This design comes from an exercise in tuning for small area on the open sky130 flow, not from production work.
RTL that was checked went through simulation tests only; none was proved equivalent to the original.

==> wip/amber <==
Design cordic, start of the top module:
module cordic(angle, out1, clk);
  input signed [31:0] angle;
  input clk;
  output [15:0] out1;
  wire [15:0] a_hi = angle[31:16];
  wire [14:0] u_c = (a_hi[15] != a_hi[14]) ? {15{~a_hi[15]}} : {~a_hi[14], a_hi[13:0]};
  wire [15:0] x_1;
  wire signed [16:0] y_2;
  reg [15:0] x_1_t; reg signed [16:0] y_2_t;
  assign x_1 = x_1_t; assign y_2 = y_2_t;
  always @* case (u_c[14:9])
    6'd0: begin x_1_t = 16'd43266; y_2_t = -17'sd33652; end
    6'd1: begin x_1_t = 16'd42234; y_2_t = -17'sd32318; end
    6'd2: begin x_1_t = 16'd41245; y_2_t = -17'sd31012; end
    6'd3: begin x_1_t = 16'd40295; y_2_t = -17'sd29738; end
    6'd4: begin x_1_t = 16'd39382; y_2_t = -17'sd28487; end
    6'd5: begin x_1_t = 16'd38510; y_2_t = -17'sd27271; end
    6'd6: begin x_1_t = 16'd37677; y_2_t = -17'sd26079; end
    6'd7: begin x_1_t = 16'd36879; y_2_t = -17'sd24915; end
    6'd8: begin x_1_t = 16'd36093; y_2_t = -17'sd23733; end
    6'd9: begin x_1_t = 16'd35367; y_2_t = -17'sd22617; end
    6'd10: begin x_1_t = 16'd34678; y_2_t = -17'sd21521; end
    6'd11: begin x_1_t = 16'd34022; y_2_t = -17'sd20449; end
    6'd12: begin x_1_t = 16'd33397; y_2_t = -17'sd19390; end
    6'd13: begin x_1_t = 16'd32807; y_2_t = -17'sd18356; end
    6'd14: begin x_1_t = 16'd32250; y_2_t = -17'sd17338; end
    6'd15: begin x_1_t = 16'd31722; y_2_t = -17'sd16340; end
  ...
Settings: LEC_CHECK=0, ABC_AREA=1, CAP_MARGIN=20, CORE_MARGIN=2, CORE_UTILIZATION=40, CTS_BUF_LIST=sky130_fd_sc_hd__clkbuf_16, CTS_CLUSTER_DIAMETER=100, CTS_CLUSTER_SIZE=30, SLEW_MARGIN=20; clock period 5.5 ns.
run.sh (not shown) runs the stock make flow with config.mk's settings and CLKGATE_MAP_FILE= SYNTH_SCRIPT=/design/flow/synth_recipe.tcl, a recipe that flattens the netlist after the stock synthesis.
==> wip/willow: changes against wip/amber <==
- ABC_AREA: 1 -> not set
- CORE_UTILIZATION: 40 -> 60
- PLACE_DENSITY: not set -> 0.7
==> wip/ember: changes against wip/amber <==
- ABC_AREA: 1 -> not set
- CTS_BUF_LIST: sky130_fd_sc_hd__clkbuf_16 -> sky130_fd_sc_hd__clkbuf_8
- CTS_CLUSTER_DIAMETER: 100 -> 45
- CTS_CLUSTER_SIZE: 30 -> 18
==> wip/tundra: changes against wip/amber <==
- ABC_AREA: 1 -> not set
- CTS_BUF_LIST: sky130_fd_sc_hd__clkbuf_16 -> sky130_fd_sc_hd__clkbuf_4 sky130_fd_sc_hd__clkbuf_8
- CTS_CLUSTER_DIAMETER: 100 -> 40
- CTS_CLUSTER_SIZE: 30 -> 12
==> run notes <==
- Finished Layout Cells: 3942
- Cell occurring most often along the worst timing path: sky130_fd_sc_hd__fa_2
- Multiplexer share of the synthesized area: 0.0155
- Skew-Pair Late Insertion Delay: 0.70 ns
- Clock transition at the registers of the reported paths: 0.10 ns
- Library cell contributing the largest single delay on the critical path: sky130_fd_sc_hd__fa_2
- Outcome: complete, no violations
- Detailed route wirelength on metal2: 30100 um
- Core region area: 0.0746 mm2
(the above is from wip/ember)
==> run notes <==
- Detailed route wirelength on metal2: 29900 um
- Library cell contributing the largest single delay on the critical path: sky130_fd_sc_hd__fa_1
- Finished Layout Cells: 3958
- Multiplexer share of the synthesized area: 0.0155
- Largest net degree at the start of global routing: 44
- Clock transition at the registers of the reported paths: 0.08 ns
- Cell occurring most often along the worst timing path: sky130_fd_sc_hd__fa_2
- Core region area: 0.0746 mm2
- Outcome: complete, no violations
(the above is from wip/tundra)
==> run notes <==
- Outcome: complete, no violations
- Library cell contributing the largest single delay on the critical path: sky130_fd_sc_hd__fa_2
- Finished Layout Cells: 3531
- Flops & latches, synth: 744
- Core region area: 0.0500 mm2
- Skew-Pair Late Insertion Delay: 0.59 ns
- Post-DP HPWL: 43000 um
- Multiplexer share of the synthesized area: 0.0155
- Cell occurring most often along the worst timing path: sky130_fd_sc_hd__fa_2
- Number of clock-tree buffers in the layout: 29
(the above is from wip/willow)
==> run notes <==
- Cell occurring most often along the worst timing path: sky130_fd_sc_hd__fa_1
- Finished Layout Cells: 4126
- Detailed route wirelength on metal2: 28500 um
- Multiplexer share of the synthesized area: 0.00341
- Core region area: 0.0744 mm2
- Outcome: complete, no violations
- Slowest Stage Delay on Critical Path: 0.45 ns
- Library cell contributing the largest single delay on the critical path: sky130_fd_sc_hd__fa_1
(the above is from wip/amber)

* * *

==> inputs of v39 <==
cordic, a different RTL version from the one above (not shown whole).
Settings: LEC_CHECK=0, CAP_MARGIN=20, CORE_MARGIN=2, CORE_UTILIZATION=40, SLEW_MARGIN=20; clock period 5.5 ns.
==> inputs of v16, as changes to v39 <==
--- a/flow/design.v
+++ b/flow/design.v
@@ -336,63 +336,67 @@
   wire [9:0] op_92 = {1'b0, x_r20[8:0]} ^ {10{sb_90}};
   wire [9:0] ql_93;
   wire [0:0] c_94;
   cordic_add #(10) a_ql_93 (.a(q_r20[9:0]), .b(op_92[9:0]), .ci(sb_90), .s(ql_93), .co(c_94));
   wire [7:0] x_95 = x_r20[8:1];
-  wire [0:0] sb_96 = ~ql_93[9];
-  wire [7:0] bits_97 = {bits_91, sb_96};
-  wire [8:0] op_98 = {1'b0, x_95[7:0]} ^ {9{sb_96}};
+  reg [7:0] x_r21;
+  always @(posedge clk) x_r21 <= x_95;
+  reg [6:0] bits_r21;
+  always @(posedge clk) bits_r21 <= bits_91;
+  reg [9:0] q_r21;
+  always @(posedge clk) q_r21 <= ql_93;
+  wire [0:0] sb_96 = ~q_r21[9];
+  wire [7:0] bits_97 = {bits_r21, sb_96};
+  wire [8:0] op_98 = {1'b0, x_r21[7:0]} ^ {9{sb_96}};
   wire [8:0] ql_99;
   wire [0:0] c_100;
-  cordic_add #(9) a_ql_99 (.a(ql_93[8:0]), .b(op_98[8:0]), .ci(sb_96), .s(ql_99), .co(c_100));
-  wire [6:0] x_101 = x_95[7:1];
-  reg [6:0] x_r21;
-  always @(posedge clk) x_r21 <= x_101;
-  reg [7:0] bits_r21;
-  always @(posedge clk) bits_r21 <= bits_97;
-  reg [8:0] q_r21;
-  always @(posedge clk) q_r21 <= ql_99;
-  wire [0:0] sb_102 = ~q_r21[8];
-  wire [8:0] bits_103 = {bits_r21, sb_102};
-  wire [7:0] op_104 = {1'b0, x_r21[6:0]} ^ {8{sb_102}};
+  cordic_add #(9) a_ql_99 (.a(q_r21[8:0]), .b(op_98[8:0]), .ci(sb_96), .s(ql_99), .co(c_100));
+  wire [6:0] x_101 = x_r21[7:1];
+  reg [6:0] x_r22;
+  always @(posedge clk) x_r22 <= x_101;
+  reg [7:0] bits_r22;
+  always @(posedge clk) bits_r22 <= bits_97;
+  reg [8:0] q_r22;
+  always @(posedge clk) q_r22 <= ql_99;
+  wire [0:0] sb_102 = ~q_r22[8];
+  wire [8:0] bits_103 = {bits_r22, sb_102};
+  wire [7:0] op_104 = {1'b0, x_r22[6:0]} ^ {8{sb_102}};
   wire [7:0] ql_105;
   wire [0:0] c_106;
-  cordic_add #(8) a_ql_105 (.a(q_r21[7:0]), .b(op_104[7:0]), .ci(sb_102), .s(ql_105), .co(c_106));
-  wire [5:0] x_107 = x_r21[6:1];
+  cordic_add #(8) a_ql_105 (.a(q_r22[7:0]), .b(op_104[7:0]), .ci(sb_102), .s(ql_105), .co(c_106));
+  wire [5:0] x_107 = x_r22[6:1];
   wire [0:0] sb_108 = ~ql_105[7];
   wire [9:0] bits_109 = {bits_103, sb_108};
   wire [6:0] op_110 = {1'b0, x_107[5:0]} ^ {7{sb_108}};
   wire [6:0] ql_111;
   wire [0:0] c_112;
   cordic_add #(7) a_ql_111 (.a(ql_105[6:0]), .b(op_110[6:0]), .ci(sb_108), .s(ql_111), .co(c_112));
   wire [4:0] x_113 = x_107[5:1];
-  reg [4:0] x_r22;
-  always @(posedge clk) x_r22 <= x_113;
-  reg [9:0] bits_r22;
-  always @(posedge clk) bits_r22 <= bits_109;
-  reg [6:0] q_r22;
-  always @(posedge clk) q_r22 <= ql_111;
-  wire [0:0] sb_114 = ~q_r22[6];
-  wire [10:0] bits_115 = {bits_r22, sb_114};
-  wire [5:0] op_116 = {1'b0, x_r22[4:0]} ^ {6{sb_114}};
+  reg [4:0] x_r23;
+  always @(posedge clk) x_r23 <= x_113;
+  reg [9:0] bits_r23;
+  always @(posedge clk) bits_r23 <= bits_109;
+  reg [6:0] q_r23;
+  always @(posedge clk) q_r23 <= ql_111;
+  wire [0:0] sb_114 = ~q_r23[6];
+  wire [10:0] bits_115 = {bits_r23, sb_114};
+  wire [5:0] op_116 = {1'b0, x_r23[4:0]} ^ {6{sb_114}};
   wire [5:0] ql_117;
   wire [0:0] c_118;
-  cordic_add #(6) a_ql_117 (.a(q_r22[5:0]), .b(op_116[5:0]), .ci(sb_114), .s(ql_117), .co(c_118));
-  wire [3:0] x_119 = x_r22[4:1];
+  cordic_add #(6) a_ql_117 (.a(q_r23[5:0]), .b(op_116[5:0]), .ci(sb_114), .s(ql_117), .co(c_118));
+  wire [3:0] x_119 = x_r23[4:1];
   wire [0:0] sb_120 = ~ql_117[5];
   wire [11:0] bits_121 = {bits_115, sb_120};
   wire [4:0] op_122 = {1'b0, x_119[3:0]} ^ {5{sb_120}};
   wire [4:0] ql_123;
   wire [0:0] c_124;
   cordic_add #(5) a_ql_123 (.a(ql_117[4:0]), .b(op_122[4:0]), .ci(sb_120), .s(ql_123), .co(c_124));
   wire [2:0] x_125 = x_119[3:1];
   wire [0:0] sb_126 = ~ql_123[4];
   wire [12:0] bits_127 = {bits_121, sb_126};
-  reg [12:0] bits_r23;
-  always @(posedge clk) bits_r23 <= bits_127;
   reg [12:0] bits_r24;
-  always @(posedge clk) bits_r24 <= bits_r23;
+  always @(posedge clk) bits_r24 <= bits_127;
   reg [12:0] bits_r25;
   always @(posedge clk) bits_r25 <= bits_r24;
   reg [12:0] bits_r26;
   always @(posedge clk) bits_r26 <= bits_r25;
   reg [12:0] bits_r27;
==> comparison table <==
                                                                           v39          v16
Result of the run                                              failed layout checks  no timing/DRC/antenna violations
Layout check failures                                     negative setup slack            -
Post-synthesis adder-cell area fraction                                  14.2%        14.0%
Worst min-delay path startpoint                                    bits_r18[2]  bits_r22[0]
Post-route standard cell area excluding fillers                      36800 um2    37100 um2
Initial core utilization                                                 40.5%        40.3%
Worst slack, placed                                                   -1.18 ns   -0.0154 ns
Cell variety after synth                                                    80           87
Met2 WL                                                               26800 um     28300 um
Fin worst setup slack                                                 -1.00 ns     0.161 ns
Sequential share of the synthesized area                                 51.1%        51.3%
Worst Hold End                                                     bits_r19[3]  bits_r23[2]
Later-pin clock latency in the skew report                             0.63 ns      0.64 ns
Tightest Pin Transition                                               0.898 ns     0.733 ns
Slowest Stage Delay on Critical Path                                   0.38 ns      0.41 ns
Startpoint of the lowest-slack register-to-register path             q_r20[10]     q_r22[8]
Initial drt markers                                                        851          702
Multi-input combinational cell count                                      1609         1600
Chip height                                                             287 um       289 um
Worst Reg-to-Reg Cells                                                      21           17
Footprint of the flip-flops and latches                              16400 um2    16600 um2
Met1 layer wirelength in the final routing                            24100 um     21700 um
Only the layout flow was run in v39; the RTL was not checked for function there.

* * *

==> job 5686 <==
cordic, a different RTL version from the one above (not shown whole).
make LEC_CHECK=0 CAP_MARGIN=20 CORE_MARGIN=2 CORE_UTILIZATION=40 CTS_BUF_LIST=sky130_fd_sc_hd__clkbuf_16 CTS_CLUSTER_DIAMETER=100 CTS_CLUSTER_SIZE=30 SLEW_MARGIN=20 finish   # period 5.5 ns
==> inputs of job 2709, as changes to job 5686 <==
--- a/flow/design.v
+++ b/flow/design.v
@@ -136,34 +136,34 @@
   wire [15:0] xf_29 = {~x_20[14], x_20};
   wire [16:0] yf_30 = {~sg_r1, y_21};
   wire [14:0] x_31;
   wire [15:0] y_32;
   wire [14:0] xm_33;
   wire [15:0] ym_34;
   wire [0:0] cx_35;
   wire [0:0] cy_36;
-  cordic_part_x #(15, 7, 0, 5) a_xm_33 (.a(x_20), .b(y_21[15:9]), .ext(~sg_r1), .sub(~u_28[6]), .ci(~u_28[6]), .s(xm_33), .co(cx_35));
-  cordic_part_x #(16, 7, 0, 5) a_ym_34 (.a(y_21), .b(xf_29[15:9]), .ext(1'b0), .sub(~u_28[6]), .ci(~u_28[6]), .s(ym_34), .co(cy_36));
+  cordic_part_x #(15, 7, 0, 4) a_xm_33 (.a(x_20), .b(y_21[15:9]), .ext(~sg_r1), .sub(~u_28[6]), .ci(~u_28[6]), .s(xm_33), .co(cx_35));
+  cordic_part_x #(16, 7, 0, 4) a_ym_34 (.a(y_21), .b(xf_29[15:9]), .ext(1'b0), .sub(~u_28[6]), .ci(~u_28[6]), .s(ym_34), .co(cy_36));
   reg [6:0] u_r2;
   always @(posedge clk) u_r2 <= u_28;
   reg [14:0] x_r2;
   always @(posedge clk) x_r2 <= xm_33;
   reg [15:0] y_r2;
   always @(posedge clk) y_r2 <= ym_34;
   reg [0:0] sg_r2;
   always @(posedge clk) sg_r2 <= sg_r1;
   reg [0:0] cx_r2;
   always @(posedge clk) cx_r2 <= cx_35;
   reg [0:0] cy_r2;
   always @(posedge clk) cy_r2 <= cy_36;
   wire [15:0] xf_37 = {~x_r2[14], x_r2};
   wire [16:0] yf_38 = {~sg_r2, y_r2};
-  cordic_part_x #(15, 7, 5, 15) a_x_31 (.a(x_r2), .b(y_r2[15:9]), .ext(~sg_r2), .sub(~u_r2[6]), .ci(cx_r2), .s(x_31), .co());
-  cordic_part_x #(16, 7, 5, 16) a_y_32 (.a(y_r2), .b(xf_37[15:9]), .ext(1'b0), .sub(~u_r2[6]), .ci(cy_r2), .s(y_32), .co());
+  cordic_part_x #(15, 7, 4, 15) a_x_31 (.a(x_r2), .b(y_r2[15:9]), .ext(~sg_r2), .sub(~u_r2[6]), .ci(cx_r2), .s(x_31), .co());
+  cordic_part_x #(16, 7, 4, 16) a_y_32 (.a(y_r2), .b(xf_37[15:9]), .ext(1'b0), .sub(~u_r2[6]), .ci(cy_r2), .s(y_32), .co());
   wire [5:0] u_39 = u_r2[5:0];
   wire [15:0] xf_40 = {~x_31[14], x_31};
   wire [16:0] yf_41 = {~sg_r2, y_32};
   wire [14:0] x_42;
   wire [15:0] y_43;
   wire [14:0] xm_44;
   wire [15:0] ym_45;
   wire [0:0] cx_46;
==> results.py <==
metrics = {
    "run_status": {
        "violations": "setup timing",
        "status": "failed layout checks",
    },
    "cells_and_area": {
        "clockBufferCount": 29,
        "nNetsFinal": 3130,
    },
    "min_path": {
        "holdPathEnd": "u_r5[0]$_DFF_P_",
    },
    "sta": {
        "min_period_ns": 5.54,
        "finalSetupViolCount": 1,
        "setup_ws_ns": -0.0422,
    },
    "cts": {
        "post_cts_buffers": 5,
    },
    "drt": {
        "vias_per_cell": 4.76,
        "drt-initial-drc-count": 867,
    },
    "logic_synthesis": {
        "yosysTopAreaCellShare_pct": 48.5,
    },
}
# the run above: job 2709

==> results.py <==
metrics = {
    "cts": {
        "post_cts_buffers": 8,
    },
    "run_status": {
        "status": "finished clean",
    },
    "drt": {
        "drt-initial-drc-count": 902,
        "vias_per_cell": 4.71,
    },
    "sta": {
        "setup_ws_ns": 0.0900,
        "min_period_ns": 5.41,
        "finalSetupViolCount": 0,
    },
    "cells_and_area": {
        "layout.cells.non_filler": 3814,
        "nNetsFinal": 3123,
    },
    "min_path": {
        "holdPathEnd": "bits_r23[11]$_DFF_P_",
    },
    "logic_synthesis": {
        "yosysTopAreaCellShare_pct": 48.3,
    },
}
# the run above: job 5686

Function was not checked in any run of this note: the RTL went through the layout flow alone.

separate check: timing with driven ports:
How much do the figures lean on ideal ports? The routed layouts below were timed once more, with nothing changed but the port constraints.
Step 1, drivers: a clkbuf_16 drives clk and a buf_2 each remaining input, both assumed.
Step 2 adds t to the input delays and takes it off the output delays; t is the mean of the earliest and latest rising clock arrival at the registers after step 1. Input paths then give back, and output paths get back, about the clock's delay inside the block.
Slacks: no drivers / after step 1 / after step 2; pairs: no drivers / after step 1.
run | shift t [ns] | setup WS [ns] | worst setup path after step 2 | cell pins on the clock port's net
wip/amber | 0.679 | 0.193 / 0.193 / 0.193 | register to register | 1
wip/willow | 0.643 | 0.191 / 0.191 / 0.191 | register to register | 1
wip/ember | 0.734 | 0.186 / 0.186 / 0.186 | register to register | 1
wip/tundra | 0.736 | 0.204 / 0.204 / 0.204 | register to register | 1
v39 | 0.684 | -1.005 / -1.005 / -1.005 | register to register | 1
v16 | 0.694 | 0.161 / 0.161 / 0.161 | register to register | 1
job 5686 | 0.696 | 0.090 / 0.090 / 0.090 | register to register | 1
job 2709 | 0.680 | -0.042 / -0.042 / -0.042 | register to register | 1
